Background: an optimization exercise with open tools, aiming at small area. Do not read the settings as production practice. In this exercise RTL edits were held to simulation tests only and were not proved equivalent to the original.

==> flow/design.v (outline; a module is shown in full before it is edited, if it fits) <==
// module complex_mult: 1938 lines
module complex_mult
#(
    parameter AWIDTH = 16,
    parameter BWIDTH = 16,
    parameter OUTWIDTH = 33
) (
    input  wire clk,
    input  wire [  AWIDTH-1:0] a_real,
    input  wire [  AWIDTH-1:0] a_imag,
    input  wire [  BWIDTH-1:0] b_real,
    input  wire [  BWIDTH-1:0] b_imag,
    input  wire                 valid,
    output wire [OUTWIDTH-1:0] z_real,
    output wire [OUTWIDTH-1:0] z_imag
);
  // ...
==> flow/flow/run.sh <==
#!/bin/bash
# Standard synthesis, then an inverter clean-up around full adders and XOR gates
# (flow/invopt.py), then the standard layout with 1x port buffers.
set -euo pipefail
R=orfs/results/${FLOW_PLATFORM}/complex_mult/base
bash standard.sh synth > synth.log 2>&1
cp $R/1_2_yosys.v $R/1_2_yosys_std.v
python3 flow/invopt.py $R/1_2_yosys_std.v $R/1_2_yosys.v > invopt.log 2>&1
touch $R/1_2_yosys.v
bash standard.sh BUFFER_PORTS_ARGS="-buffer_cell sky130_fd_sc_hd__buf_1" "CTS_ARGS=-sink_clustering_enable -repair_clock_nets -dont_use_dummy_load -buf_list sky130_fd_sc_hd__clkbuf_4 -sink_clustering_size 10 -sink_clustering_max_diameter 50" finish > layout.log 2>&1
==> flow/flow/invopt.py <==
#!/usr/bin/env python3
"""Remove inverters around full adders and XOR gates in a flat sky130 Yosys netlist.

A full adder is self-dual: FA(~a,~b,~c) = (~sum, ~cout), so each fa cell may be
flipped (all its pins complemented) without changing the logic.  An XOR gate can
absorb an inversion on any input or on its output by swapping xor2 <-> xnor2.
A greedy search picks flips that minimise the inverters needed; the netlist is
then rewritten with at most one inverter per signal whose complement is used.
Registers and every other cell are kept as they are.
usage: invopt2.py in.v out.v
"""
import re, sys, random
from collections import defaultdict

P = 'sky130_fd_sc_hd__'
INV = {P + 'inv_1', P + 'inv_2', P + 'clkinv_1'}
FA = {P + 'fa_1', P + 'fa_2', P + 'fa_4'}
XOR = {P + 'xor2_1': (P + 'xor2_1', P + 'xnor2_1', 0), P + 'xnor2_1': (P + 'xor2_1', P + 'xnor2_1', 1),
       P + 'xor2_2': (P + 'xor2_2', P + 'xnor2_2', 0), P + 'xnor2_2': (P + 'xor2_2', P + 'xnor2_2', 1),
       P + 'xor3_1': (P + 'xor3_1', P + 'xnor3_1', 0), P + 'xnor3_1': (P + 'xor3_1', P + 'xnor3_1', 1)}
OUTPINS = {'X', 'Y', 'Q', 'Q_N', 'SUM', 'COUT', 'HI', 'LO'}

src = open(sys.argv[1]).read()
mod = re.search(r'^(module\s+\w+\s*\(.*?\);)(.*)^(endmodule)', src, re.S | re.M)
pre, head, body, tail = src[:mod.start()], mod.group(1), mod.group(2), src[mod.start(3):]

cell_re = re.compile(r'^\s*(sky130_fd_sc_hd__\w+)\s+(\\\S+|\S+)\s*\((.*?)\);\n?', re.S | re.M)
pin_re = re.compile(r'\.(\w+)\(\s*(\\\S+\s|[^()\s]+)\s*\)')
cells = []
for mm in cell_re.finditer(body):
    typ, name, pins = mm.groups()
    pm = {p: n.strip() for p, n in pin_re.findall(pins)}
    cells.append([typ, name, pm])
rest = cell_re.sub('', body)

def q(n):
    return n + ' ' if n.startswith('\\') else n

protected = set()   # nets named in assigns or ports: their polarity is fixed
for a in re.findall(r'assign\s+(.*?);', rest, re.S):
    for tok in re.findall(r'\\\S+|[A-Za-z_][\w$]*(?:\[\d+\])?', a):
        protected.add(tok)
ports = set()
for d in re.findall(r'^\s*(?:input|output)\b([^;]*);', rest, re.M):
    for tok in re.findall(r'[A-Za-z_]\w*', d.split(']')[-1]):
        ports.add(tok)
def is_port_net(n):
    return n.split('[')[0] in ports or n in protected

drv = {}
for i, (typ, name, pm) in enumerate(cells):
    for p, n in pm.items():
        if p in OUTPINS:
            drv[n] = i
isinv = [c[0] in INV for c in cells]
isfa = [c[0] in FA for c in cells]
isxor = [c[0] in XOR for c in cells]

def resolve(n):
    i = drv.get(n)
    if i is not None and isinv[i] and not is_port_net(n):
        return cells[i][2]['A'], 1
    return n, 0

# loads of each base signal: (cell, pin, w0); w0 = 1 if it currently reads the complement
loads = defaultdict(list)
for i, (typ, name, pm) in enumerate(cells):
    if isinv[i] and not is_port_net(pm['Y']):
        continue
    for p, n in pm.items():
        if p in OUTPINS:
            continue
        b, w = resolve(n)
        loads[b].append((i, p, w))

flip = [0] * len(cells)       # FA: all pins complemented; XOR: output complemented
pinned = set()
for i, (typ, name, pm) in enumerate(cells):
    if isfa[i] or isxor[i]:
        for p, n in pm.items():
            if p in OUTPINS and is_port_net(n):
                pinned.add(i)

def dpol(b):
    i = drv.get(b)
    return flip[i] if i is not None and (isfa[i] or isxor[i]) else 0

def need(b):
    d = dpol(b)
    for (i, p, w) in loads[b]:
        if isxor[i]:
            continue
        wf = w ^ (flip[i] if isfa[i] else 0)
        if wf != d:
            return 1
    return 0

touch = defaultdict(set)
for b, ls in loads.items():
    for (i, p, w) in ls:
        touch[i].add(b)
for b in loads:
    i = drv.get(b)
    if i is not None:
        touch[i].add(b)

before = sum(need(b) for b in loads)
cand = [i for i in range(len(cells)) if (isfa[i] or isxor[i]) and i not in pinned]
best_flip, best = list(flip), before
random.seed(1)
for restart in range(int(sys.argv[3]) if len(sys.argv) > 3 else 8):
    if restart:
        flip = list(best_flip)
        for i in random.sample(cand, len(cand) // 10):
            flip[i] ^= 1
    changed = True
    while changed:
        changed = False
        order = cand[:]
        random.shuffle(order)
        for i in order:
            bs = touch[i]
            c0 = sum(need(b) for b in bs)
            flip[i] ^= 1
            c1 = sum(need(b) for b in bs)
            if c1 < c0 or (c1 == c0 and random.random() < 0.3):
                changed = changed or c1 < c0
            else:
                flip[i] ^= 1
    tot = sum(need(b) for b in loads)
    if tot < best:
        best, best_flip = tot, list(flip)
flip = best_flip
print(f'inverters: {sum(isinv)} in netlist, {before} signals needing a complement -> {best}', file=sys.stderr)

# rewrite
compl = {}
newcells = []
def comp_net(b):
    if b not in compl:
        nm = f'_invopt_{len(compl)}_'
        compl[b] = nm
        newcells.append((P + 'inv_1', nm + 'i', {'A': b, 'Y': nm}))
    return compl[b]

out = []
for i, (typ, name, pm) in enumerate(cells):
    if isinv[i] and not is_port_net(pm['Y']):
        continue
    npm = {}
    par = 0
    for p, n in pm.items():
        if p in OUTPINS:
            npm[p] = n
            continue
        b, w = resolve(n)
        d = dpol(b)
        if isxor[i]:
            npm[p] = b
            par ^= w ^ d          # reads b^d physically, wanted b^w
        else:
            wf = w ^ (flip[i] if isfa[i] else 0)
            npm[p] = b if wf == d else comp_net(b)
    if isxor[i]:
        xt, xnt, inv0 = XOR[typ]
        # wanted out = xor(inputs wanted) ^ inv0; physical output = wanted ^ flip
        typ = xnt if (inv0 ^ par ^ flip[i]) else xt
        opin = 'Y' if 'xnor2' in typ else 'X'
        onet = npm.pop('X', None) or npm.pop('Y')
        npm[opin] = onet
    out.append((typ, name, npm))

lines = [f'  wire {n};' for n in compl.values()]
for typ, name, pm in newcells + out:
    pins = ', '.join(f'.{p}({q(n)})' for p, n in pm.items())
    lines.append(f'  {typ} {q(name)} ({pins});')
open(sys.argv[2], 'w').write(pre + head + rest + '\n'.join(lines) + '\n' + tail)
==> flow/standard.sh <==
#!/bin/bash
# synth_recipe.tcl (not shown) runs the flow's synth.tcl, then flattens the netlist and writes it again
# the make line also repeats each setting of config.mk as NAME=value (left out here)
make -C /OpenROAD-flow-scripts/flow DESIGN_CONFIG=/design/flow/config.mk WORK_HOME=/design/flow/orfs CLKGATE_MAP_FILE= SYNTH_SCRIPT=/design/flow/synth_recipe.tcl "${@:-finish}"
==> flow/config.mk <==
export PLATFORM = sky130hd
export DESIGN_NAME = complex_mult
export DESIGN_NICKNAME = complex_mult
export VERILOG_FILES = /design/flow/design.v
export SDC_FILE = /design/flow/constraint.sdc
export NUM_CORES = 4
export LEC_CHECK = 0
export ABC_AREA = 1
export CAP_MARGIN = 20
export CORE_MARGIN = 2
export CORE_UTILIZATION = 65
export CTS_BUF_LIST = sky130_fd_sc_hd__clkbuf_4
export SLEW_MARGIN = 20
==> flow/constraint.sdc <==
create_clock -name core_clock -period 7.0 [get_ports {clk}]
set_input_delay 1.4000 -clock core_clock [delete_from_list [all_inputs] [get_ports {clk}]]
set_output_delay 1.4000 -clock core_clock [all_outputs]
set_load 0.01 [all_outputs]
==> results.json, run 1 <==
{
  "use_met1": 0.471,
  "first_global_vias": 22546,
  "outcome": "no timing/DRC/antenna violations",
  "utilization": 0.701,
  "worstSetupPathDepth": 17,
  "fmax_mhz": 145,
  "num-nonclk-buffers": 267,
  "syn_inst": 2686,
  "syn2layout_area_growth_pct": 6.55,
  "drt-met1-wl_um": 32100,
  "multi_input_area_mm2": 0.0185,
  "overflow": 0,
  "post_cts_resized": 1,
  "postCtsSetupRepairBufs": 0,
  "grt_pass1_wl_um": 133000,
  "rsz0062_at_grt": "yes",
  "path_common_cell": "fa_1",
  "num_rows": 79,
  "post-place-ws_ns": -0.00547,
  "ant_nets": 0,
  "drive_gt1_frac": 0.0836,
  "drt_iter0_drc": 2064,
  "grtUsageMet3": 0.0915,
  "cts-root-buf": "clkbuf_4",
  "routed.top_layer": "met5",
  "avgSynthCellArea_um2": 11.4
}
==> inputs of run 2 (changes only) <==
--- a/flow/design.v
+++ b/flow/design.v
@@ -16,17 +16,18 @@
 );
   reg [15:0] ar1, ai1, br1, bi1;
   reg [15:0] ar2, ai2, br2, bi2;
   reg [15:0] ar3, ai3, br3, bi3;
   reg [15:0] ar4, ai4, br4, bi4;
   reg [15:0] ar5, ai5, br5, bi5;
   reg [15:0] ar6, ai6, br6;
   reg [16:0] ps1, ps2, ps3;
-  reg [32:0] zr7, zi7;
+  reg [31:0] zr7;
+  reg [32:0] zi7;
   always @(posedge clk) begin
     if (valid) begin
       ar1 <= a_real; ai1 <= a_imag; br1 <= b_real; bi1 <= b_imag;
     end
   end
   always @(posedge clk) begin
     ar2 <= ar1; ai2 <= ai1; br2 <= br1; bi2 <= bi1;
     ar3 <= ar2; ai3 <= ai2; br3 <= br2; bi3 <= bi2;
@@ -134,17 +135,18 @@
   wire pcs99 = br5[15] ^ bi5[15] ^ pcc98;
   wire [16:0] s1_d = {pas33, pas31, pas29, pas27, pas25, pas23, pas21, pas19, pas17, pas15, pas13, pas11, pas9, pas7, pas5, pas3, pas1};
   wire [16:0] s2_d = {pbs66, pbs64, pbs62, pbs60, pbs58, pbs56, pbs54, pbs52, pbs50, pbs48, pbs46, pbs44, pbs42, pbs40, pbs38, pbs36, pbs34};
   wire [16:0] s3_d = {pcs99, pcs97, pcs95, pcs93, pcs91, pcs89, pcs87, pcs85, pcs83, pcs81, pcs79, pcs77, pcs75, pcs73, pcs71, pcs69, pcs67};
   always @(posedge clk) begin
     ar6 <= ar5; ai6 <= ai5; br6 <= br5;
     ps1 <= s1_d; ps2 <= s2_d; ps3 <= s3_d;
   end
-  wire [32:0] zr_d, zi_d;
+  wire [31:0] zr_d;
+  wire [32:0] zi_d;
   wire k1two100 = br6[1] & ~br6[0];
   wire k1neg101 = br6[1];
   wire k1pp102 = (br6[0] & ps1[0]) ^ k1neg101;
   wire k1pp103 = ((br6[0] & ps1[1]) | (k1two100 & ps1[0])) ^ k1neg101;
   wire k1pp104 = ((br6[0] & ps1[2]) | (k1two100 & ps1[1])) ^ k1neg101;
   wire k1pp105 = ((br6[0] & ps1[3]) | (k1two100 & ps1[2])) ^ k1neg101;
   wire k1pp106 = ((br6[0] & ps1[4]) | (k1two100 & ps1[3])) ^ k1neg101;
   wire k1pp107 = ((br6[0] & ps1[5]) | (k1two100 & ps1[4])) ^ k1neg101;
@@ -1556,384 +1558,379 @@
   wire p1513 = c1120 ^ s1125;
   wire g1514 = c1120 & s1125;
   wire p1515 = s1131 ^ c1126;
   wire g1516 = s1131 & c1126;
   wire p1517 = c1132 ^ s1135;
   wire g1518 = c1132 & s1135;
   wire p1519 = s1139 ^ c1136;
   wire g1520 = s1139 & c1136;
-  wire p1521 = c1138 ^ c1140;
-  wire g1522 = c1138 & c1140;
-  wire g1523 = g1458 | (p1457 & 1'b0);
-  wire G1524 = g1460 | (p1459 & g1523);
-  wire P1525 = p1459 & p1457;
-  wire G1526 = g1464 | (p1463 & g1462);
-  wire P1527 = p1463 & p1461;
-  wire G1528 = g1468 | (p1467 & g1466);
-  wire P1529 = p1467 & p1465;
-  wire G1530 = g1472 | (p1471 & g1470);
-  wire P1531 = p1471 & p1469;
-  wire G1532 = g1476 | (p1475 & g1474);
-  wire P1533 = p1475 & p1473;
-  wire G1534 = g1480 | (p1479 & g1478);
-  wire P1535 = p1479 & p1477;
-  wire G1536 = g1484 | (p1483 & g1482);
-  wire P1537 = p1483 & p1481;
-  wire G1538 = g1488 | (p1487 & g1486);
-  wire P1539 = p1487 & p1485;
-  wire G1540 = g1492 | (p1491 & g1490);
-  wire P1541 = p1491 & p1489;
-  wire G1542 = g1496 | (p1495 & g1494);
-  wire P1543 = p1495 & p1493;
-  wire G1544 = g1500 | (p1499 & g1498);
-  wire P1545 = p1499 & p1497;
-  wire G1546 = g1504 | (p1503 & g1502);
-  wire P1547 = p1503 & p1501;
-  wire G1548 = g1508 | (p1507 & g1506);
-  wire P1549 = p1507 & p1505;
-  wire G1550 = g1512 | (p1511 & g1510);
-  wire P1551 = p1511 & p1509;
-  wire G1552 = g1516 | (p1515 & g1514);
-  wire P1553 = p1515 & p1513;
-  wire G1554 = g1520 | (p1519 & g1518);
-  wire P1555 = p1519 & p1517;
-  wire G1556 = G1526 | (P1527 & G1524);
-  wire P1557 = P1527 & P1525;
-  wire G1558 = G1530 | (P1531 & G1528);
-  wire P1559 = P1531 & P1529;
-  wire G1560 = G1534 | (P1535 & G1532);
-  wire P1561 = P1535 & P1533;
-  wire G1562 = G1538 | (P1539 & G1536);
-  wire P1563 = P1539 & P1537;
-  wire G1564 = G1542 | (P1543 & G1540);
-  wire P1565 = P1543 & P1541;
-  wire G1566 = G1546 | (P1547 & G1544);
-  wire P1567 = P1547 & P1545;
-  wire G1568 = G1550 | (P1551 & G1548);
-  wire P1569 = P1551 & P1549;
-  wire G1570 = G1554 | (P1555 & G1552);
-  wire P1571 = P1555 & P1553;
-  wire G1572 = G1558 | (P1559 & G1556);
-  wire P1573 = P1559 & P1557;
-  wire G1574 = G1562 | (P1563 & G1560);
-  wire P1575 = P1563 & P1561;
-  wire G1576 = G1566 | (P1567 & G1564);
-  wire P1577 = P1567 & P1565;
-  wire G1578 = G1570 | (P1571 & G1568);
-  wire P1579 = P1571 & P1569;
-  wire G1580 = G1574 | (P1575 & G1572);
-  wire P1581 = P1575 & P1573;
-  wire G1582 = G1578 | (P1579 & G1576);
-  wire P1583 = P1579 & P1577;
-  wire G1584 = G1582 | (P1583 & G1580);
-  wire P1585 = P1583 & P1581;
-  wire G1586 = G1576 | (P1577 & G1580);
-  wire P1587 = P1577 & P1581;
-  wire G1588 = G1560 | (P1561 & G1572);
-  wire P1589 = P1561 & P1573;
-  wire G1590 = G1564 | (P1565 & G1580);
-  wire P1591 = P1565 & P1581;
-  wire G1592 = G1568 | (P1569 & G1586);
-  wire P1593 = P1569 & P1587;
-  wire G1594 = G1528 | (P1529 & G1556);
-  wire P1595 = P1529 & P1557;
-  wire G1596 = G1532 | (P1533 & G1572);
-  wire P1597 = P1533 & P1573;
-  wire G1598 = G1536 | (P1537 & G1588);
-  wire P1599 = P1537 & P1589;
-  wire G1600 = G1540 | (P1541 & G1580);
-  wire P1601 = P1541 & P1581;
-  wire G1602 = G1544 | (P1545 & G1590);
-  wire P1603 = P1545 & P1591;
-  wire G1604 = G1548 | (P1549 & G1586);
-  wire P1605 = P1549 & P1587;
-  wire G1606 = G1552 | (P1553 & G1592);
-  wire P1607 = P1553 & P1593;
-  wire G1608 = g1462 | (p1461 & G1524);
-  wire P1609 = p1461 & P1525;
-  wire G1610 = g1466 | (p1465 & G1556);
-  wire P1611 = p1465 & P1557;
-  wire G1612 = g1470 | (p1469 & G1594);
-  wire P1613 = p1469 & P1595;
-  wire G1614 = g1474 | (p1473 & G1572);
-  wire P1615 = p1473 & P1573;
-  wire G1616 = g1478 | (p1477 & G1596);
-  wire P1617 = p1477 & P1597;
-  wire G1618 = g1482 | (p1481 & G1588);
-  wire P1619 = p1481 & P1589;
-  wire G1620 = g1486 | (p1485 & G1598);
-  wire P1621 = p1485 & P1599;
-  wire G1622 = g1490 | (p1489 & G1580);
-  wire P1623 = p1489 & P1581;
-  wire G1624 = g1494 | (p1493 & G1600);
-  wire P1625 = p1493 & P1601;
-  wire G1626 = g1498 | (p1497 & G1590);
-  wire P1627 = p1497 & P1591;
-  wire G1628 = g1502 | (p1501 & G1602);
-  wire P1629 = p1501 & P1603;
-  wire G1630 = g1506 | (p1505 & G1586);
-  wire P1631 = p1505 & P1587;
-  wire G1632 = g1510 | (p1509 & G1604);
-  wire P1633 = p1509 & P1605;
-  wire G1634 = g1514 | (p1513 & G1592);
-  wire P1635 = p1513 & P1593;
-  wire G1636 = g1518 | (p1517 & G1606);
-  wire P1637 = p1517 & P1607;
-  wire G1638 = g1522 | (p1521 & G1584);
-  wire P1639 = p1521 & P1585;
-  wire sum1640 = p1457 ^ 1'b0;
-  wire sum1641 = p1459 ^ g1523;
-  wire sum1642 = p1461 ^ G1524;
-  wire sum1643 = p1463 ^ G1608;
-  wire sum1644 = p1465 ^ G1556;
-  wire sum1645 = p1467 ^ G1610;
-  wire sum1646 = p1469 ^ G1594;
-  wire sum1647 = p1471 ^ G1612;
-  wire sum1648 = p1473 ^ G1572;
-  wire sum1649 = p1475 ^ G1614;
-  wire sum1650 = p1477 ^ G1596;
-  wire sum1651 = p1479 ^ G1616;
-  wire sum1652 = p1481 ^ G1588;
-  wire sum1653 = p1483 ^ G1618;
-  wire sum1654 = p1485 ^ G1598;
-  wire sum1655 = p1487 ^ G1620;
-  wire sum1656 = p1489 ^ G1580;
-  wire sum1657 = p1491 ^ G1622;
-  wire sum1658 = p1493 ^ G1600;
-  wire sum1659 = p1495 ^ G1624;
-  wire sum1660 = p1497 ^ G1590;
-  wire sum1661 = p1499 ^ G1626;
-  wire sum1662 = p1501 ^ G1602;
-  wire sum1663 = p1503 ^ G1628;
-  wire sum1664 = p1505 ^ G1586;
-  wire sum1665 = p1507 ^ G1630;
-  wire sum1666 = p1509 ^ G1604;
-  wire sum1667 = p1511 ^ G1632;
-  wire sum1668 = p1513 ^ G1592;
-  wire sum1669 = p1515 ^ G1634;
-  wire sum1670 = p1517 ^ G1606;
-  wire sum1671 = p1519 ^ G1636;
-  wire sum1672 = p1521 ^ G1584;
-  assign zr_d = {sum1672, sum1671, sum1670, sum1669, sum1668, sum1667, sum1666, sum1665, sum1664, sum1663, sum1662, sum1661, sum1660, sum1659, sum1658, sum1657, sum1656, sum1655, sum1654, sum1653, sum1652, sum1651, sum1650, sum1649, sum1648, sum1647, sum1646, sum1645, sum1644, sum1643, sum1642, sum1641, sum1640};
-  wire p1673 = k2pp269 ^ s1141;
-  wire g1674 = k2pp269 & s1141;
-  wire p1675 = s1143 ^ c1142;
-  wire g1676 = s1143 & c1142;
-  wire p1677 = s1147 ^ 1'b0;
-  wire g1678 = s1147 & 1'b0;
-  wire p1679 = c1148 ^ s1151;
-  wire g1680 = c1148 & s1151;
-  wire p1681 = c1152 ^ s1157;
-  wire g1682 = c1152 & s1157;
-  wire p1683 = s1163 ^ 1'b0;
-  wire g1684 = s1163 & 1'b0;
-  wire p1685 = s1171 ^ 1'b0;
-  wire g1686 = s1171 & 1'b0;
-  wire p1687 = c1172 ^ s1179;
-  wire g1688 = c1172 & s1179;
-  wire p1689 = c1180 ^ s1189;
-  wire g1690 = c1180 & s1189;
-  wire p1691 = s1199 ^ 1'b0;
-  wire g1692 = s1199 & 1'b0;
-  wire p1693 = c1200 ^ s1211;
-  wire g1694 = c1200 & s1211;
-  wire p1695 = c1212 ^ s1223;
-  wire g1696 = c1212 & s1223;
-  wire p1697 = c1224 ^ s1237;
-  wire g1698 = c1224 & s1237;
-  wire p1699 = s1251 ^ 1'b0;
-  wire g1700 = s1251 & 1'b0;
-  wire p1701 = c1252 ^ s1267;
-  wire g1702 = c1252 & s1267;
-  wire p1703 = c1268 ^ s1283;
-  wire g1704 = c1268 & s1283;
-  wire p1705 = c1284 ^ s1299;
-  wire g1706 = c1284 & s1299;
-  wire p1707 = c1300 ^ s1315;
-  wire g1708 = c1300 & s1315;
-  wire p1709 = c1316 ^ s1331;
-  wire g1710 = c1316 & s1331;
-  wire p1711 = c1332 ^ s1347;
-  wire g1712 = c1332 & s1347;
-  wire p1713 = c1348 ^ s1361;
-  wire g1714 = c1348 & s1361;
-  wire p1715 = c1362 ^ s1375;
-  wire g1716 = c1362 & s1375;
-  wire p1717 = s1387 ^ c1376;
-  wire g1718 = s1387 & c1376;
-  wire p1719 = c1388 ^ s1399;
-  wire g1720 = c1388 & s1399;
-  wire p1721 = c1400 ^ s1409;
-  wire g1722 = c1400 & s1409;
-  wire p1723 = c1410 ^ s1419;
-  wire g1724 = c1410 & s1419;
-  wire p1725 = s1427 ^ c1420;
-  wire g1726 = s1427 & c1420;
-  wire p1727 = c1428 ^ s1435;
-  wire g1728 = c1428 & s1435;
-  wire p1729 = c1436 ^ s1441;
-  wire g1730 = c1436 & s1441;
-  wire p1731 = s1447 ^ c1442;
-  wire g1732 = s1447 & c1442;
-  wire p1733 = c1448 ^ s1451;
-  wire g1734 = c1448 & s1451;
-  wire p1735 = s1455 ^ c1452;
-  wire g1736 = s1455 & c1452;
-  wire p1737 = c1454 ^ c1456;
-  wire g1738 = c1454 & c1456;
-  wire g1739 = g1674 | (p1673 & 1'b0);
-  wire G1740 = g1676 | (p1675 & g1739);
-  wire P1741 = p1675 & p1673;
-  wire G1742 = g1680 | (p1679 & g1678);
-  wire P1743 = p1679 & p1677;
-  wire G1744 = g1684 | (p1683 & g1682);
-  wire P1745 = p1683 & p1681;
-  wire G1746 = g1688 | (p1687 & g1686);
-  wire P1747 = p1687 & p1685;
-  wire G1748 = g1692 | (p1691 & g1690);
-  wire P1749 = p1691 & p1689;
-  wire G1750 = g1696 | (p1695 & g1694);
-  wire P1751 = p1695 & p1693;
-  wire G1752 = g1700 | (p1699 & g1698);
-  wire P1753 = p1699 & p1697;
-  wire G1754 = g1704 | (p1703 & g1702);
-  wire P1755 = p1703 & p1701;
-  wire G1756 = g1708 | (p1707 & g1706);
-  wire P1757 = p1707 & p1705;
-  wire G1758 = g1712 | (p1711 & g1710);
-  wire P1759 = p1711 & p1709;
-  wire G1760 = g1716 | (p1715 & g1714);
-  wire P1761 = p1715 & p1713;
-  wire G1762 = g1720 | (p1719 & g1718);
-  wire P1763 = p1719 & p1717;
-  wire G1764 = g1724 | (p1723 & g1722);
-  wire P1765 = p1723 & p1721;
-  wire G1766 = g1728 | (p1727 & g1726);
-  wire P1767 = p1727 & p1725;
-  wire G1768 = g1732 | (p1731 & g1730);
-  wire P1769 = p1731 & p1729;
-  wire G1770 = g1736 | (p1735 & g1734);
-  wire P1771 = p1735 & p1733;
-  wire G1772 = G1742 | (P1743 & G1740);
-  wire P1773 = P1743 & P1741;
-  wire G1774 = G1746 | (P1747 & G1744);
-  wire P1775 = P1747 & P1745;
-  wire G1776 = G1750 | (P1751 & G1748);
-  wire P1777 = P1751 & P1749;
-  wire G1778 = G1754 | (P1755 & G1752);
-  wire P1779 = P1755 & P1753;
-  wire G1780 = G1758 | (P1759 & G1756);
-  wire P1781 = P1759 & P1757;
-  wire G1782 = G1762 | (P1763 & G1760);
-  wire P1783 = P1763 & P1761;
-  wire G1784 = G1766 | (P1767 & G1764);
-  wire P1785 = P1767 & P1765;
-  wire G1786 = G1770 | (P1771 & G1768);
-  wire P1787 = P1771 & P1769;
-  wire G1788 = G1774 | (P1775 & G1772);
-  wire P1789 = P1775 & P1773;
-  wire G1790 = G1778 | (P1779 & G1776);
-  wire P1791 = P1779 & P1777;
-  wire G1792 = G1782 | (P1783 & G1780);
-  wire P1793 = P1783 & P1781;
-  wire G1794 = G1786 | (P1787 & G1784);
-  wire P1795 = P1787 & P1785;
-  wire G1796 = G1790 | (P1791 & G1788);
-  wire P1797 = P1791 & P1789;
-  wire G1798 = G1794 | (P1795 & G1792);
-  wire P1799 = P1795 & P1793;
-  wire G1800 = G1798 | (P1799 & G1796);
-  wire P1801 = P1799 & P1797;
-  wire G1802 = G1792 | (P1793 & G1796);
-  wire P1803 = P1793 & P1797;
-  wire G1804 = G1776 | (P1777 & G1788);
-  wire P1805 = P1777 & P1789;
-  wire G1806 = G1780 | (P1781 & G1796);
-  wire P1807 = P1781 & P1797;
-  wire G1808 = G1784 | (P1785 & G1802);
-  wire P1809 = P1785 & P1803;
-  wire G1810 = G1744 | (P1745 & G1772);
-  wire P1811 = P1745 & P1773;
-  wire G1812 = G1748 | (P1749 & G1788);
-  wire P1813 = P1749 & P1789;
-  wire G1814 = G1752 | (P1753 & G1804);
-  wire P1815 = P1753 & P1805;
-  wire G1816 = G1756 | (P1757 & G1796);
-  wire P1817 = P1757 & P1797;
-  wire G1818 = G1760 | (P1761 & G1806);
-  wire P1819 = P1761 & P1807;
-  wire G1820 = G1764 | (P1765 & G1802);
-  wire P1821 = P1765 & P1803;
-  wire G1822 = G1768 | (P1769 & G1808);
-  wire P1823 = P1769 & P1809;
-  wire G1824 = g1678 | (p1677 & G1740);
-  wire P1825 = p1677 & P1741;
-  wire G1826 = g1682 | (p1681 & G1772);
-  wire P1827 = p1681 & P1773;
-  wire G1828 = g1686 | (p1685 & G1810);
-  wire P1829 = p1685 & P1811;
-  wire G1830 = g1690 | (p1689 & G1788);
-  wire P1831 = p1689 & P1789;
-  wire G1832 = g1694 | (p1693 & G1812);
-  wire P1833 = p1693 & P1813;
-  wire G1834 = g1698 | (p1697 & G1804);
-  wire P1835 = p1697 & P1805;
-  wire G1836 = g1702 | (p1701 & G1814);
-  wire P1837 = p1701 & P1815;
-  wire G1838 = g1706 | (p1705 & G1796);
-  wire P1839 = p1705 & P1797;
-  wire G1840 = g1710 | (p1709 & G1816);
-  wire P1841 = p1709 & P1817;
-  wire G1842 = g1714 | (p1713 & G1806);
-  wire P1843 = p1713 & P1807;
-  wire G1844 = g1718 | (p1717 & G1818);
-  wire P1845 = p1717 & P1819;
-  wire G1846 = g1722 | (p1721 & G1802);
-  wire P1847 = p1721 & P1803;
-  wire G1848 = g1726 | (p1725 & G1820);
-  wire P1849 = p1725 & P1821;
-  wire G1850 = g1730 | (p1729 & G1808);
-  wire P1851 = p1729 & P1809;
-  wire G1852 = g1734 | (p1733 & G1822);
-  wire P1853 = p1733 & P1823;
-  wire G1854 = g1738 | (p1737 & G1800);
-  wire P1855 = p1737 & P1801;
-  wire sum1856 = p1673 ^ 1'b0;
-  wire sum1857 = p1675 ^ g1739;
-  wire sum1858 = p1677 ^ G1740;
-  wire sum1859 = p1679 ^ G1824;
-  wire sum1860 = p1681 ^ G1772;
-  wire sum1861 = p1683 ^ G1826;
-  wire sum1862 = p1685 ^ G1810;
-  wire sum1863 = p1687 ^ G1828;
-  wire sum1864 = p1689 ^ G1788;
-  wire sum1865 = p1691 ^ G1830;
-  wire sum1866 = p1693 ^ G1812;
-  wire sum1867 = p1695 ^ G1832;
-  wire sum1868 = p1697 ^ G1804;
-  wire sum1869 = p1699 ^ G1834;
-  wire sum1870 = p1701 ^ G1814;
-  wire sum1871 = p1703 ^ G1836;
-  wire sum1872 = p1705 ^ G1796;
-  wire sum1873 = p1707 ^ G1838;
-  wire sum1874 = p1709 ^ G1816;
-  wire sum1875 = p1711 ^ G1840;
-  wire sum1876 = p1713 ^ G1806;
-  wire sum1877 = p1715 ^ G1842;
-  wire sum1878 = p1717 ^ G1818;
-  wire sum1879 = p1719 ^ G1844;
-  wire sum1880 = p1721 ^ G1802;
-  wire sum1881 = p1723 ^ G1846;
-  wire sum1882 = p1725 ^ G1820;
-  wire sum1883 = p1727 ^ G1848;
-  wire sum1884 = p1729 ^ G1808;
-  wire sum1885 = p1731 ^ G1850;
-  wire sum1886 = p1733 ^ G1822;
-  wire sum1887 = p1735 ^ G1852;
-  wire sum1888 = p1737 ^ G1800;
-  assign zi_d = {sum1888, sum1887, sum1886, sum1885, sum1884, sum1883, sum1882, sum1881, sum1880, sum1879, sum1878, sum1877, sum1876, sum1875, sum1874, sum1873, sum1872, sum1871, sum1870, sum1869, sum1868, sum1867, sum1866, sum1865, sum1864, sum1863, sum1862, sum1861, sum1860, sum1859, sum1858, sum1857, sum1856};
+  wire g1521 = g1458 | (p1457 & 1'b0);
+  wire G1522 = g1460 | (p1459 & g1521);
+  wire P1523 = p1459 & p1457;
+  wire G1524 = g1464 | (p1463 & g1462);
+  wire P1525 = p1463 & p1461;
+  wire G1526 = g1468 | (p1467 & g1466);
+  wire P1527 = p1467 & p1465;
+  wire G1528 = g1472 | (p1471 & g1470);
+  wire P1529 = p1471 & p1469;
+  wire G1530 = g1476 | (p1475 & g1474);
+  wire P1531 = p1475 & p1473;
+  wire G1532 = g1480 | (p1479 & g1478);
+  wire P1533 = p1479 & p1477;
+  wire G1534 = g1484 | (p1483 & g1482);
+  wire P1535 = p1483 & p1481;
+  wire G1536 = g1488 | (p1487 & g1486);
+  wire P1537 = p1487 & p1485;
+  wire G1538 = g1492 | (p1491 & g1490);
+  wire P1539 = p1491 & p1489;
+  wire G1540 = g1496 | (p1495 & g1494);
+  wire P1541 = p1495 & p1493;
+  wire G1542 = g1500 | (p1499 & g1498);
+  wire P1543 = p1499 & p1497;
+  wire G1544 = g1504 | (p1503 & g1502);
+  wire P1545 = p1503 & p1501;
+  wire G1546 = g1508 | (p1507 & g1506);
+  wire P1547 = p1507 & p1505;
+  wire G1548 = g1512 | (p1511 & g1510);
+  wire P1549 = p1511 & p1509;
+  wire G1550 = g1516 | (p1515 & g1514);
+  wire P1551 = p1515 & p1513;
+  wire G1552 = g1520 | (p1519 & g1518);
+  wire P1553 = p1519 & p1517;
+  wire G1554 = G1524 | (P1525 & G1522);
+  wire P1555 = P1525 & P1523;
+  wire G1556 = G1528 | (P1529 & G1526);
+  wire P1557 = P1529 & P1527;
+  wire G1558 = G1532 | (P1533 & G1530);
+  wire P1559 = P1533 & P1531;
+  wire G1560 = G1536 | (P1537 & G1534);
+  wire P1561 = P1537 & P1535;
+  wire G1562 = G1540 | (P1541 & G1538);
+  wire P1563 = P1541 & P1539;
+  wire G1564 = G1544 | (P1545 & G1542);
+  wire P1565 = P1545 & P1543;
+  wire G1566 = G1548 | (P1549 & G1546);
+  wire P1567 = P1549 & P1547;
+  wire G1568 = G1552 | (P1553 & G1550);
+  wire P1569 = P1553 & P1551;
+  wire G1570 = G1556 | (P1557 & G1554);
+  wire P1571 = P1557 & P1555;
+  wire G1572 = G1560 | (P1561 & G1558);
+  wire P1573 = P1561 & P1559;
+  wire G1574 = G1564 | (P1565 & G1562);
+  wire P1575 = P1565 & P1563;
+  wire G1576 = G1568 | (P1569 & G1566);
+  wire P1577 = P1569 & P1567;
+  wire G1578 = G1572 | (P1573 & G1570);
+  wire P1579 = P1573 & P1571;
+  wire G1580 = G1576 | (P1577 & G1574);
+  wire P1581 = P1577 & P1575;
+  wire G1582 = G1580 | (P1581 & G1578);
+  wire P1583 = P1581 & P1579;
+  wire G1584 = G1574 | (P1575 & G1578);
+  wire P1585 = P1575 & P1579;
+  wire G1586 = G1558 | (P1559 & G1570);
+  wire P1587 = P1559 & P1571;
+  wire G1588 = G1562 | (P1563 & G1578);
+  wire P1589 = P1563 & P1579;
+  wire G1590 = G1566 | (P1567 & G1584);
+  wire P1591 = P1567 & P1585;
+  wire G1592 = G1526 | (P1527 & G1554);
+  wire P1593 = P1527 & P1555;
+  wire G1594 = G1530 | (P1531 & G1570);
+  wire P1595 = P1531 & P1571;
+  wire G1596 = G1534 | (P1535 & G1586);
+  wire P1597 = P1535 & P1587;
+  wire G1598 = G1538 | (P1539 & G1578);
+  wire P1599 = P1539 & P1579;
+  wire G1600 = G1542 | (P1543 & G1588);
+  wire P1601 = P1543 & P1589;
+  wire G1602 = G1546 | (P1547 & G1584);
+  wire P1603 = P1547 & P1585;
+  wire G1604 = G1550 | (P1551 & G1590);
+  wire P1605 = P1551 & P1591;
+  wire G1606 = g1462 | (p1461 & G1522);
+  wire P1607 = p1461 & P1523;
+  wire G1608 = g1466 | (p1465 & G1554);
+  wire P1609 = p1465 & P1555;
+  wire G1610 = g1470 | (p1469 & G1592);
+  wire P1611 = p1469 & P1593;
+  wire G1612 = g1474 | (p1473 & G1570);
+  wire P1613 = p1473 & P1571;
+  wire G1614 = g1478 | (p1477 & G1594);
+  wire P1615 = p1477 & P1595;
+  wire G1616 = g1482 | (p1481 & G1586);
+  wire P1617 = p1481 & P1587;
+  wire G1618 = g1486 | (p1485 & G1596);
+  wire P1619 = p1485 & P1597;
+  wire G1620 = g1490 | (p1489 & G1578);
+  wire P1621 = p1489 & P1579;
+  wire G1622 = g1494 | (p1493 & G1598);
+  wire P1623 = p1493 & P1599;
+  wire G1624 = g1498 | (p1497 & G1588);
+  wire P1625 = p1497 & P1589;
+  wire G1626 = g1502 | (p1501 & G1600);
+  wire P1627 = p1501 & P1601;
+  wire G1628 = g1506 | (p1505 & G1584);
+  wire P1629 = p1505 & P1585;
+  wire G1630 = g1510 | (p1509 & G1602);
+  wire P1631 = p1509 & P1603;
+  wire G1632 = g1514 | (p1513 & G1590);
+  wire P1633 = p1513 & P1591;
+  wire G1634 = g1518 | (p1517 & G1604);
+  wire P1635 = p1517 & P1605;
+  wire sum1636 = p1457 ^ 1'b0;
+  wire sum1637 = p1459 ^ g1521;
+  wire sum1638 = p1461 ^ G1522;
+  wire sum1639 = p1463 ^ G1606;
+  wire sum1640 = p1465 ^ G1554;
+  wire sum1641 = p1467 ^ G1608;
+  wire sum1642 = p1469 ^ G1592;
+  wire sum1643 = p1471 ^ G1610;
+  wire sum1644 = p1473 ^ G1570;
+  wire sum1645 = p1475 ^ G1612;
+  wire sum1646 = p1477 ^ G1594;
+  wire sum1647 = p1479 ^ G1614;
+  wire sum1648 = p1481 ^ G1586;
+  wire sum1649 = p1483 ^ G1616;
+  wire sum1650 = p1485 ^ G1596;
+  wire sum1651 = p1487 ^ G1618;
+  wire sum1652 = p1489 ^ G1578;
+  wire sum1653 = p1491 ^ G1620;
+  wire sum1654 = p1493 ^ G1598;
+  wire sum1655 = p1495 ^ G1622;
+  wire sum1656 = p1497 ^ G1588;
+  wire sum1657 = p1499 ^ G1624;
+  wire sum1658 = p1501 ^ G1600;
+  wire sum1659 = p1503 ^ G1626;
+  wire sum1660 = p1505 ^ G1584;
+  wire sum1661 = p1507 ^ G1628;
+  wire sum1662 = p1509 ^ G1602;
+  wire sum1663 = p1511 ^ G1630;
+  wire sum1664 = p1513 ^ G1590;
+  wire sum1665 = p1515 ^ G1632;
+  wire sum1666 = p1517 ^ G1604;
+  wire sum1667 = p1519 ^ G1634;
+  assign zr_d = {sum1667, sum1666, sum1665, sum1664, sum1663, sum1662, sum1661, sum1660, sum1659, sum1658, sum1657, sum1656, sum1655, sum1654, sum1653, sum1652, sum1651, sum1650, sum1649, sum1648, sum1647, sum1646, sum1645, sum1644, sum1643, sum1642, sum1641, sum1640, sum1639, sum1638, sum1637, sum1636};
+  wire p1668 = k2pp269 ^ s1141;
+  wire g1669 = k2pp269 & s1141;
+  wire p1670 = s1143 ^ c1142;
+  wire g1671 = s1143 & c1142;
+  wire p1672 = s1147 ^ 1'b0;
+  wire g1673 = s1147 & 1'b0;
+  wire p1674 = c1148 ^ s1151;
+  wire g1675 = c1148 & s1151;
+  wire p1676 = c1152 ^ s1157;
+  wire g1677 = c1152 & s1157;
+  wire p1678 = s1163 ^ 1'b0;
+  wire g1679 = s1163 & 1'b0;
+  wire p1680 = s1171 ^ 1'b0;
+  wire g1681 = s1171 & 1'b0;
+  wire p1682 = c1172 ^ s1179;
+  wire g1683 = c1172 & s1179;
+  wire p1684 = c1180 ^ s1189;
+  wire g1685 = c1180 & s1189;
+  wire p1686 = s1199 ^ 1'b0;
+  wire g1687 = s1199 & 1'b0;
+  wire p1688 = c1200 ^ s1211;
+  wire g1689 = c1200 & s1211;
+  wire p1690 = c1212 ^ s1223;
+  wire g1691 = c1212 & s1223;
+  wire p1692 = c1224 ^ s1237;
+  wire g1693 = c1224 & s1237;
+  wire p1694 = s1251 ^ 1'b0;
+  wire g1695 = s1251 & 1'b0;
+  wire p1696 = c1252 ^ s1267;
+  wire g1697 = c1252 & s1267;
+  wire p1698 = c1268 ^ s1283;
+  wire g1699 = c1268 & s1283;
+  wire p1700 = c1284 ^ s1299;
+  wire g1701 = c1284 & s1299;
+  wire p1702 = c1300 ^ s1315;
+  wire g1703 = c1300 & s1315;
+  wire p1704 = c1316 ^ s1331;
+  wire g1705 = c1316 & s1331;
+  wire p1706 = c1332 ^ s1347;
+  wire g1707 = c1332 & s1347;
+  wire p1708 = c1348 ^ s1361;
+  wire g1709 = c1348 & s1361;
+  wire p1710 = c1362 ^ s1375;
+  wire g1711 = c1362 & s1375;
+  wire p1712 = s1387 ^ c1376;
+  wire g1713 = s1387 & c1376;
+  wire p1714 = c1388 ^ s1399;
+  wire g1715 = c1388 & s1399;
+  wire p1716 = c1400 ^ s1409;
+  wire g1717 = c1400 & s1409;
+  wire p1718 = c1410 ^ s1419;
+  wire g1719 = c1410 & s1419;
+  wire p1720 = s1427 ^ c1420;
+  wire g1721 = s1427 & c1420;
+  wire p1722 = c1428 ^ s1435;
+  wire g1723 = c1428 & s1435;
+  wire p1724 = c1436 ^ s1441;
+  wire g1725 = c1436 & s1441;
+  wire p1726 = s1447 ^ c1442;
+  wire g1727 = s1447 & c1442;
+  wire p1728 = c1448 ^ s1451;
+  wire g1729 = c1448 & s1451;
+  wire p1730 = s1455 ^ c1452;
+  wire g1731 = s1455 & c1452;
+  wire p1732 = c1454 ^ c1456;
+  wire g1733 = c1454 & c1456;
+  wire g1734 = g1669 | (p1668 & 1'b0);
+  wire G1735 = g1671 | (p1670 & g1734);
+  wire P1736 = p1670 & p1668;
+  wire G1737 = g1675 | (p1674 & g1673);
+  wire P1738 = p1674 & p1672;
+  wire G1739 = g1679 | (p1678 & g1677);
+  wire P1740 = p1678 & p1676;
+  wire G1741 = g1683 | (p1682 & g1681);
+  wire P1742 = p1682 & p1680;
+  wire G1743 = g1687 | (p1686 & g1685);
+  wire P1744 = p1686 & p1684;
+  wire G1745 = g1691 | (p1690 & g1689);
+  wire P1746 = p1690 & p1688;
+  wire G1747 = g1695 | (p1694 & g1693);
+  wire P1748 = p1694 & p1692;
+  wire G1749 = g1699 | (p1698 & g1697);
+  wire P1750 = p1698 & p1696;
+  wire G1751 = g1703 | (p1702 & g1701);
+  wire P1752 = p1702 & p1700;
+  wire G1753 = g1707 | (p1706 & g1705);
+  wire P1754 = p1706 & p1704;
+  wire G1755 = g1711 | (p1710 & g1709);
+  wire P1756 = p1710 & p1708;
+  wire G1757 = g1715 | (p1714 & g1713);
+  wire P1758 = p1714 & p1712;
+  wire G1759 = g1719 | (p1718 & g1717);
+  wire P1760 = p1718 & p1716;
+  wire G1761 = g1723 | (p1722 & g1721);
+  wire P1762 = p1722 & p1720;
+  wire G1763 = g1727 | (p1726 & g1725);
+  wire P1764 = p1726 & p1724;
+  wire G1765 = g1731 | (p1730 & g1729);
+  wire P1766 = p1730 & p1728;
+  wire G1767 = G1737 | (P1738 & G1735);
+  wire P1768 = P1738 & P1736;
+  wire G1769 = G1741 | (P1742 & G1739);
+  wire P1770 = P1742 & P1740;
+  wire G1771 = G1745 | (P1746 & G1743);
+  wire P1772 = P1746 & P1744;
+  wire G1773 = G1749 | (P1750 & G1747);
+  wire P1774 = P1750 & P1748;
+  wire G1775 = G1753 | (P1754 & G1751);
+  wire P1776 = P1754 & P1752;
+  wire G1777 = G1757 | (P1758 & G1755);
+  wire P1778 = P1758 & P1756;
+  wire G1779 = G1761 | (P1762 & G1759);
+  wire P1780 = P1762 & P1760;
+  wire G1781 = G1765 | (P1766 & G1763);
+  wire P1782 = P1766 & P1764;
+  wire G1783 = G1769 | (P1770 & G1767);
+  wire P1784 = P1770 & P1768;
+  wire G1785 = G1773 | (P1774 & G1771);
+  wire P1786 = P1774 & P1772;
+  wire G1787 = G1777 | (P1778 & G1775);
+  wire P1788 = P1778 & P1776;
+  wire G1789 = G1781 | (P1782 & G1779);
+  wire P1790 = P1782 & P1780;
+  wire G1791 = G1785 | (P1786 & G1783);
+  wire P1792 = P1786 & P1784;
+  wire G1793 = G1789 | (P1790 & G1787);
+  wire P1794 = P1790 & P1788;
+  wire G1795 = G1793 | (P1794 & G1791);
+  wire P1796 = P1794 & P1792;
+  wire G1797 = G1787 | (P1788 & G1791);
+  wire P1798 = P1788 & P1792;
+  wire G1799 = G1771 | (P1772 & G1783);
+  wire P1800 = P1772 & P1784;
+  wire G1801 = G1775 | (P1776 & G1791);
+  wire P1802 = P1776 & P1792;
+  wire G1803 = G1779 | (P1780 & G1797);
+  wire P1804 = P1780 & P1798;
+  wire G1805 = G1739 | (P1740 & G1767);
+  wire P1806 = P1740 & P1768;
+  wire G1807 = G1743 | (P1744 & G1783);
+  wire P1808 = P1744 & P1784;
+  wire G1809 = G1747 | (P1748 & G1799);
+  wire P1810 = P1748 & P1800;
+  wire G1811 = G1751 | (P1752 & G1791);
+  wire P1812 = P1752 & P1792;
+  wire G1813 = G1755 | (P1756 & G1801);
+  wire P1814 = P1756 & P1802;
+  wire G1815 = G1759 | (P1760 & G1797);
+  wire P1816 = P1760 & P1798;
+  wire G1817 = G1763 | (P1764 & G1803);
+  wire P1818 = P1764 & P1804;
+  wire G1819 = g1673 | (p1672 & G1735);
+  wire P1820 = p1672 & P1736;
+  wire G1821 = g1677 | (p1676 & G1767);
+  wire P1822 = p1676 & P1768;
+  wire G1823 = g1681 | (p1680 & G1805);
+  wire P1824 = p1680 & P1806;
+  wire G1825 = g1685 | (p1684 & G1783);
+  wire P1826 = p1684 & P1784;
+  wire G1827 = g1689 | (p1688 & G1807);
+  wire P1828 = p1688 & P1808;
+  wire G1829 = g1693 | (p1692 & G1799);
+  wire P1830 = p1692 & P1800;
+  wire G1831 = g1697 | (p1696 & G1809);
+  wire P1832 = p1696 & P1810;
+  wire G1833 = g1701 | (p1700 & G1791);
+  wire P1834 = p1700 & P1792;
+  wire G1835 = g1705 | (p1704 & G1811);
+  wire P1836 = p1704 & P1812;
+  wire G1837 = g1709 | (p1708 & G1801);
+  wire P1838 = p1708 & P1802;
+  wire G1839 = g1713 | (p1712 & G1813);
+  wire P1840 = p1712 & P1814;
+  wire G1841 = g1717 | (p1716 & G1797);
+  wire P1842 = p1716 & P1798;
+  wire G1843 = g1721 | (p1720 & G1815);
+  wire P1844 = p1720 & P1816;
+  wire G1845 = g1725 | (p1724 & G1803);
+  wire P1846 = p1724 & P1804;
+  wire G1847 = g1729 | (p1728 & G1817);
+  wire P1848 = p1728 & P1818;
+  wire G1849 = g1733 | (p1732 & G1795);
+  wire P1850 = p1732 & P1796;
+  wire sum1851 = p1668 ^ 1'b0;
+  wire sum1852 = p1670 ^ g1734;
+  wire sum1853 = p1672 ^ G1735;
+  wire sum1854 = p1674 ^ G1819;
+  wire sum1855 = p1676 ^ G1767;
+  wire sum1856 = p1678 ^ G1821;
+  wire sum1857 = p1680 ^ G1805;
+  wire sum1858 = p1682 ^ G1823;
+  wire sum1859 = p1684 ^ G1783;
+  wire sum1860 = p1686 ^ G1825;
+  wire sum1861 = p1688 ^ G1807;
+  wire sum1862 = p1690 ^ G1827;
+  wire sum1863 = p1692 ^ G1799;
+  wire sum1864 = p1694 ^ G1829;
+  wire sum1865 = p1696 ^ G1809;
+  wire sum1866 = p1698 ^ G1831;
+  wire sum1867 = p1700 ^ G1791;
+  wire sum1868 = p1702 ^ G1833;
+  wire sum1869 = p1704 ^ G1811;
+  wire sum1870 = p1706 ^ G1835;
+  wire sum1871 = p1708 ^ G1801;
+  wire sum1872 = p1710 ^ G1837;
+  wire sum1873 = p1712 ^ G1813;
+  wire sum1874 = p1714 ^ G1839;
+  wire sum1875 = p1716 ^ G1797;
+  wire sum1876 = p1718 ^ G1841;
+  wire sum1877 = p1720 ^ G1815;
+  wire sum1878 = p1722 ^ G1843;
+  wire sum1879 = p1724 ^ G1803;
+  wire sum1880 = p1726 ^ G1845;
+  wire sum1881 = p1728 ^ G1817;
+  wire sum1882 = p1730 ^ G1847;
+  wire sum1883 = p1732 ^ G1795;
+  assign zi_d = {sum1883, sum1882, sum1881, sum1880, sum1879, sum1878, sum1877, sum1876, sum1875, sum1874, sum1873, sum1872, sum1871, sum1870, sum1869, sum1868, sum1867, sum1866, sum1865, sum1864, sum1863, sum1862, sum1861, sum1860, sum1859, sum1858, sum1857, sum1856, sum1855, sum1854, sum1853, sum1852, sum1851};
   always @(posedge clk) begin
     zr7 <= zr_d; zi7 <= zi_d;
   end
-  assign z_real = zr7;
+  assign z_real = {zr7[31], zr7};
   assign z_imag = zi7;
 endmodule
==> flow/flow/run.sh (replaced) <==
#!/bin/bash
# Standard synthesis, then an inverter clean-up around full adders and XOR gates
# (flow/invopt.py), then the standard layout with 1x port buffers.
set -euo pipefail
R=orfs/results/${FLOW_PLATFORM}/complex_mult/base
bash standard.sh synth > synth.log 2>&1
cp $R/1_2_yosys.v $R/1_2_yosys_std.v
python3 flow/invopt.py $R/1_2_yosys_std.v $R/1_2_yosys.v > invopt.log 2>&1
touch $R/1_2_yosys.v
bash standard.sh BUFFER_PORTS_ARGS="-buffer_cell sky130_fd_sc_hd__buf_1" "CTS_ARGS=-sink_clustering_enable -repair_clock_nets -dont_use_dummy_load -buf_list sky130_fd_sc_hd__clkbuf_4 -sink_clustering_size 12 -sink_clustering_max_diameter 45" finish > layout.log 2>&1
==> run 2 against run 1 <==
  * Largest cell class unchanged
  * Critical path depth unchanged
  * Maximum frequency up 0.92%
  * Synthesized cell count down 0.22%
  * Sequential share of layout area about the same
  * Clock-buffer cell count is 1 lower
==> results.json, run 2 <==
{
  "register_area_mm2": 0.0103,
  "final_common_cell": "fa_1",
  "cp_slowest_stage_delay_ns": 0.47,
  "tightest_slew_ns": 0.822,
  "avgSynthCellArea_um2": 11.4,
  "h-tree-depth": 2,
  "finalSetupTns_ns": 0,
  "cts.sinks": 483,
  "pin_count": 132,
  "drive_gt1_frac": 0.0906,
  "finalHoldViolCount": 0,
  "worst_skew_pair.late_latency_ns": 0.87,
  "grt.busiest_layer": "met2",
  "top_register": "zi7",
  "critical_path_arrival_ns": 7.50,
  "syn_nets": 3299,
  "die_w_um": 221,
  "max_cap_violations": 0,
  "viasPerCell": 5.89,
  "cp_cell_sequence": "ha_1, inv_1, fa_1, fa_1, fa_1, fa_1, fa_1, fa_1, fa_1, fa_1, fa_1, fa_1, fa_1, fa_1, fa_1, fa_1, fa_1",
  "cp.required_ns": 7.68,
  "netlist_area_mm2": 0.0305,
  "outcome": "no timing/DRC/antenna violations",
  "fmax_mhz": 147,
  "antenna_found_initial": 3,
  "grt_max_degree": 65,
  "crit_fanout": 3,
  "drc": 0,
  "grt_usage": 0.345,
  "crit_path_start_kind": "register",
  "setup_violations": 0,
  "met2_usage": 0.505,
  "reg2reg_depth": 17,
  "hold_buffers": 0,
  "path_common_cell": "fa_1",
  "timing.final.crit_share": 0.974,
  "startpoint": "br5[0]",
  "final_cell_mix": "fa_1 (461), dfxtp_1 (414), o22ai_1 (351)",
  "critPathKind": "reg -> reg",
  "hold_class": "reg -> reg",
  "start_util": 0.657,
  "multi_input_area_mm2": 0.0185,
  "hpwl_um": 66400,
  "use_met1": 0.466,
  "wl_per_cell_um": 23.5,
  "grt_pass1_wl_um": 123000,
  "cpLargestDelayFamily": "adder cells",
  "cts-root-buf": "clkbuf_4",
  "worstSetupPathDepth": 17,
  "core_mm2": 0.0465,
  "syn_inst": 2680,
  "ant_nets": 0,
  "critical_path.endpoint_type": "register",
  "grtUsageMet3": 0.0603,
  "final_nets": 3481,
  "wl_um": 81400,
  "yosys_warnings": 1,
  "min_period_ns": 6.81,
  "slew_violations": 0,
  "syn2layout_area_growth_pct": 6.80,
  "cts_tree": "yes",
  "num_rows": 79,
  "finClkSkew_ns": 0.114,
  "min_delay_path_depth": 0,
  "r2r-start": "br5[0]",
  "first_global_vias": 21168,
  "cp_slowest_cell": "fa_1",
  "fill_cells": 3379,
  "vias": 20443,
  "cp.buffers_inverters": 1,
  "reg_top3": "zi7: 33 flops, zr7: 32 flops",
  "cts_buffers": 57,
  "die-area_mm2": 0.0487,
  "portBuffers": 131,
  "rsz0062_at_grt": "yes",
  "holdCritStartpoint": "ar2[11]",
  "drt_pass1_iterations": 5,
  "slew_headroom": 0.448,
  "overflow": 0,
  "gp_congestion": 0.998,
  "die_h_um": 221,
  "largest_reg_flops": 33,
  "clock_path_buffers": 3,
  "drt_iter0_drc": 1594,
  "clkTransAtPathRegs_ns": 0.11
}
## run 2: cell types whose count changed in the layout (fill, tap and decap cells not counted), moves of 4 or more
cell     previous run  this run
o21ai_4             1         5
buf_4             133       140
nand2_1           188       176
xor2_1            265       287
nand3_1            31        24
xnor2_1           155       135
ha_1               95        90
o21ai_0            49        56
dfxtp_1           418       414
a21o_1             10         6
inv_1             277       282
dfxtp_2             1         5
nor2_2              2         7
## run 2: metal layers
metal	wire length [um]	part of all wire	vias up
met3	6850	0.084	236
met4	7030	0.086	4
met5	24	0.00029	-
met1	32700	0.40	10029
met2	34800	0.43	1057
li1	-	-	9117
## run 2: final timing paths
path / end / slack (ns)
worst min register to register: ar3[11] / 0.26
worst min-delay path: ar3[11] / 0.26
worst max-delay path: ps2[15] / 0.19
worst max register to register: ps2[15] / 0.19
## run 2: final cells by class
type	instances	share of cell area
clock buffer	57	0.0131
timing repair buffer	274	0.0484
sequential	483	0.316
multi-input combinational	1761	0.566
tap	607	0.0233
antenna	1	0.0000767
inverter	285	0.0329
## run 2: per-stage QoR
step / hold slack (ns) / worst slack (ns) / std cells / area [um^2] / util
2_1_floorplan: 0.310 / 0.613 / 2680 / 30500 / -
3_3_place_gp: 0.310 / 0.198 / 3409 / 32100 / 0.691
3_5_place_dp: 0.312 / 0.161 / 3409 / 32100 / 0.691
4_1_cts: 0.264 / 0.101 / 3466 / 32500 / 0.700
5_1_grt: 0.258 / -0.0445 / 3468 / 32600 / 0.702
6_report: 0.262 / 0.185 / 3468 / 32600 / 0.702
## run 2: worst register-to-register path, stage by stage (launching register included)
cell,delay [ns]
dfxtp_1,0.42
ha_1,0.17
inv_1,0.05
fa_1,0.38
fa_1,0.40
fa_1,0.40
fa_1,0.39
fa_1,0.43
fa_1,0.40
fa_1,0.39
fa_1,0.38
fa_1,0.39
fa_1,0.40
fa_1,0.40
fa_1,0.41
fa_1,0.41
fa_1,0.41
fa_1,0.47
## run 2: timing repair
action | CTS | global route
endpoints found under the hold margin | 0 | 0
setup buffers | 0 | 1
endpoints found under the setup margin | 0 | 16
gates resized for setup | 0 | 29
==> inputs of run 3 (changes only) <==
==> flow/flow/run.sh (replaced) <==
#!/bin/bash
# Standard synthesis, then an inverter clean-up around full adders and XOR gates
# (flow/invopt.py), then the standard layout with 1x port buffers.
set -euo pipefail
R=orfs/results/${FLOW_PLATFORM}/complex_mult/base
bash standard.sh synth > synth.log 2>&1
cp $R/1_2_yosys.v $R/1_2_yosys_std.v
python3 flow/invopt.py $R/1_2_yosys_std.v $R/1_2_yosys.v > invopt.log 2>&1
touch $R/1_2_yosys.v
bash standard.sh BUFFER_PORTS_ARGS="-buffer_cell sky130_fd_sc_hd__buf_1" "CTS_ARGS=-sink_clustering_enable -repair_clock_nets -dont_use_dummy_load -buf_list sky130_fd_sc_hd__clkbuf_4 -sink_clustering_size 10 -sink_clustering_max_diameter 50" "GLOBAL_PLACEMENT_ARGS=-timing_driven_nets_percentage 3" finish > layout.log 2>&1
==> run 3 against run 2 <==
  * Setup slack got worse by 0.041 ns
  * Clock-buffer cell count rose by 3
  * Clock skew rose by 0.027 ns
  * Critical path type unchanged
  * Largest cell class unchanged
==> results.json, run 3 <==
{
  "fill_cells": 3350,
  "setup_violations": 0,
  "yosys_warnings": 1,
  "avgSynthCellArea_um2": 11.4,
  "crit_path_start_kind": "register",
  "drc": 0,
  "top_register": "zi7",
  "cts_tree": "yes",
  "ant_nets": 0,
  "start_util": 0.657,
  "grt.busiest_layer": "met2",
  "critPathKind": "reg -> reg",
  "syn_inst": 2680,
  "drive_gt1_frac": 0.0946,
  "hpwl_um": 66300,
  "placed_cells": 3418,
  "h-tree-depth": 2,
  "final_nets": 3496,
  "wl_um": 80800,
  "critical_path_arrival_ns": 7.58,
  "die_h_um": 221,
  "use_met1": 0.465,
  "utilization": 0.705,
  "finalHoldViolCount": 0,
  "reg_top3": "zi7: 33 flops, zr7: 32 flops",
  "layout_setup_ws_ns": 0.145,
  "hold_class": "reg -> reg",
  "outcome": "no timing/DRC/antenna violations",
  "grt_pass1_wl_um": 121000,
  "core_mm2": 0.0465,
  "multi_input_area_mm2": 0.0185,
  "max_cap_violations": 0,
  "critical_path.endpoint_type": "register",
  "slew_violations": 0,
  "finClkSkew_ns": 0.141,
  "viasPerCell": 5.94,
  "die-area_mm2": 0.0487,
  "first_global_vias": 20658,
  "clock_path_buffers": 3,
  "antenna_found_initial": 3,
  "timing.final.crit_share": 0.979,
  "vias": 20694,
  "overflow": 0,
  "syn_nets": 3299,
  "whs_ns": 0.269,
  "grt_max_degree": 65,
  "die_w_um": 221,
  "largest_reg_flops": 33,
  "slew_headroom": 0.471,
  "grtUsageMet3": 0.0597,
  "gp_congestion": 0.976,
  "tightest_slew_ns": 0.792,
  "final_common_cell": "fa_1",
  "syn2layout_area_growth_pct": 7.21,
  "rsz0062_at_grt": "yes",
  "register_area_mm2": 0.0103,
  "cp.required_ns": 7.72,
  "min_period_ns": 6.86,
  "wl_per_cell_um": 23.2,
  "worst_skew_pair.late_latency_ns": 0.86,
  "clkTransAtPathRegs_ns": 0.10,
  "crit_fanout": 3,
  "final_cell_mix": "fa_1 (461), dfxtp_1 (415), o22ai_1 (351)",
  "met2_usage": 0.500,
  "cts_buffers": 60,
  "fin_cells": 3485,
  "drt_pass1_iterations": 8,
  "pin_count": 132,
  "drt_iter0_drc": 2255,
  "cts.sinks": 483,
  "fmax_mhz": 146,
  "post-place-ws_ns": 0.121,
  "netlist_area_mm2": 0.0305,
  "cts-root-buf": "clkbuf_4",
  "portBuffers": 131,
  "num_rows": 79,
  "grt_usage": 0.341
}
==> run 3: area by class of cell <==
class / count / share of cell area
Timing Repair Buffer: 286 / 0.0510
Inverter: 285 / 0.0328
Sequential cell: 483 / 0.315
Tap cell: 607 / 0.0232
Antenna cell: 3 / 0.000229
Multi-Input combinational cell: 1761 / 0.564
Clock buffer: 60 / 0.0138
==> run 3: timing repair <==
item,CTS,global route
endpoints found under the hold margin,0,0
setup endpoints to repair,0,15
buffers inserted,0,4
gates resized for setup,0,26
hold buffers,0,0
==> run 3: worst max-delay path, stage by stage, from the launching register on <==
cell,delay (ns)
dfxtp_1,0.49
inv_1,0.11
fa_1,0.44
fa_1,0.42
fa_1,0.40
fa_1,0.39
fa_1,0.43
fa_1,0.41
fa_1,0.40
fa_1,0.39
fa_1,0.39
fa_1,0.41
fa_1,0.41
fa_1,0.40
fa_1,0.40
fa_1,0.39
fa_1,0.51
==> run 3: final timing paths <==
kind | to | slack [ns] | start | cells after the start
worst max-delay path | ps2[15] | 0.14 | br5[1] | 16
worst min-delay path | bi5[10] | 0.27 | bi4[10] | 0
worst max register to register | ps2[15] | 0.14 | br5[1] | 16
worst min register to register | bi5[10] | 0.27 | bi4[10] | 0
==> run 3: per-layer routing <==
layer,part of all wire,wire [um]
met1,0.39,31500
met2,0.44,35200
met3,0.095,7670
met4,0.081,6520
met5,0,0
==> run 3: stage by stage <==
stage	setup TNS, ns	instance area (um^2)
floorplan	0	30500
finish	0	32700
detailed placement	0	32200
CTS	0	32600
global route	-0.0794	32700
global placement	0	32200

==> static timing again, ports no longer ideal <==
The flow's constraints put no driver on any port. The routed layouts listed below were extracted and timed again, unchanged, in two steps. Step 1: set_driving_cell puts a clkbuf_16 on clk and a buf_2 on each other input, an assumption about the parent block. Step 2 also shifts input and output timing later by t, the mid clock arrival at the registers, as if the neighbouring blocks saw the same clock. a / b / c = no drivers / after step 1 / after step 2; a / b = the first two.
run	shift t [ns]	setup WS [ns]	worst hold slack (ns)	clock arrival spread, ns	worst register clock-pin slew, ns
run 1	0.854	0.123 / 0.123 / 0.123	0.260 / 0.260 / 0.260	0.144 / 0.143	0.11 / 0.11
run 2	0.864	0.185 / 0.185 / 0.185	0.262 / 0.262 / 0.262	0.115 / 0.115	0.12 / 0.12
run 3	0.849	0.145 / 0.145 / 0.145	0.269 / 0.269 / 0.269	0.151 / 0.151	0.11 / 0.11
After both steps setup and hold are still met in every run listed.
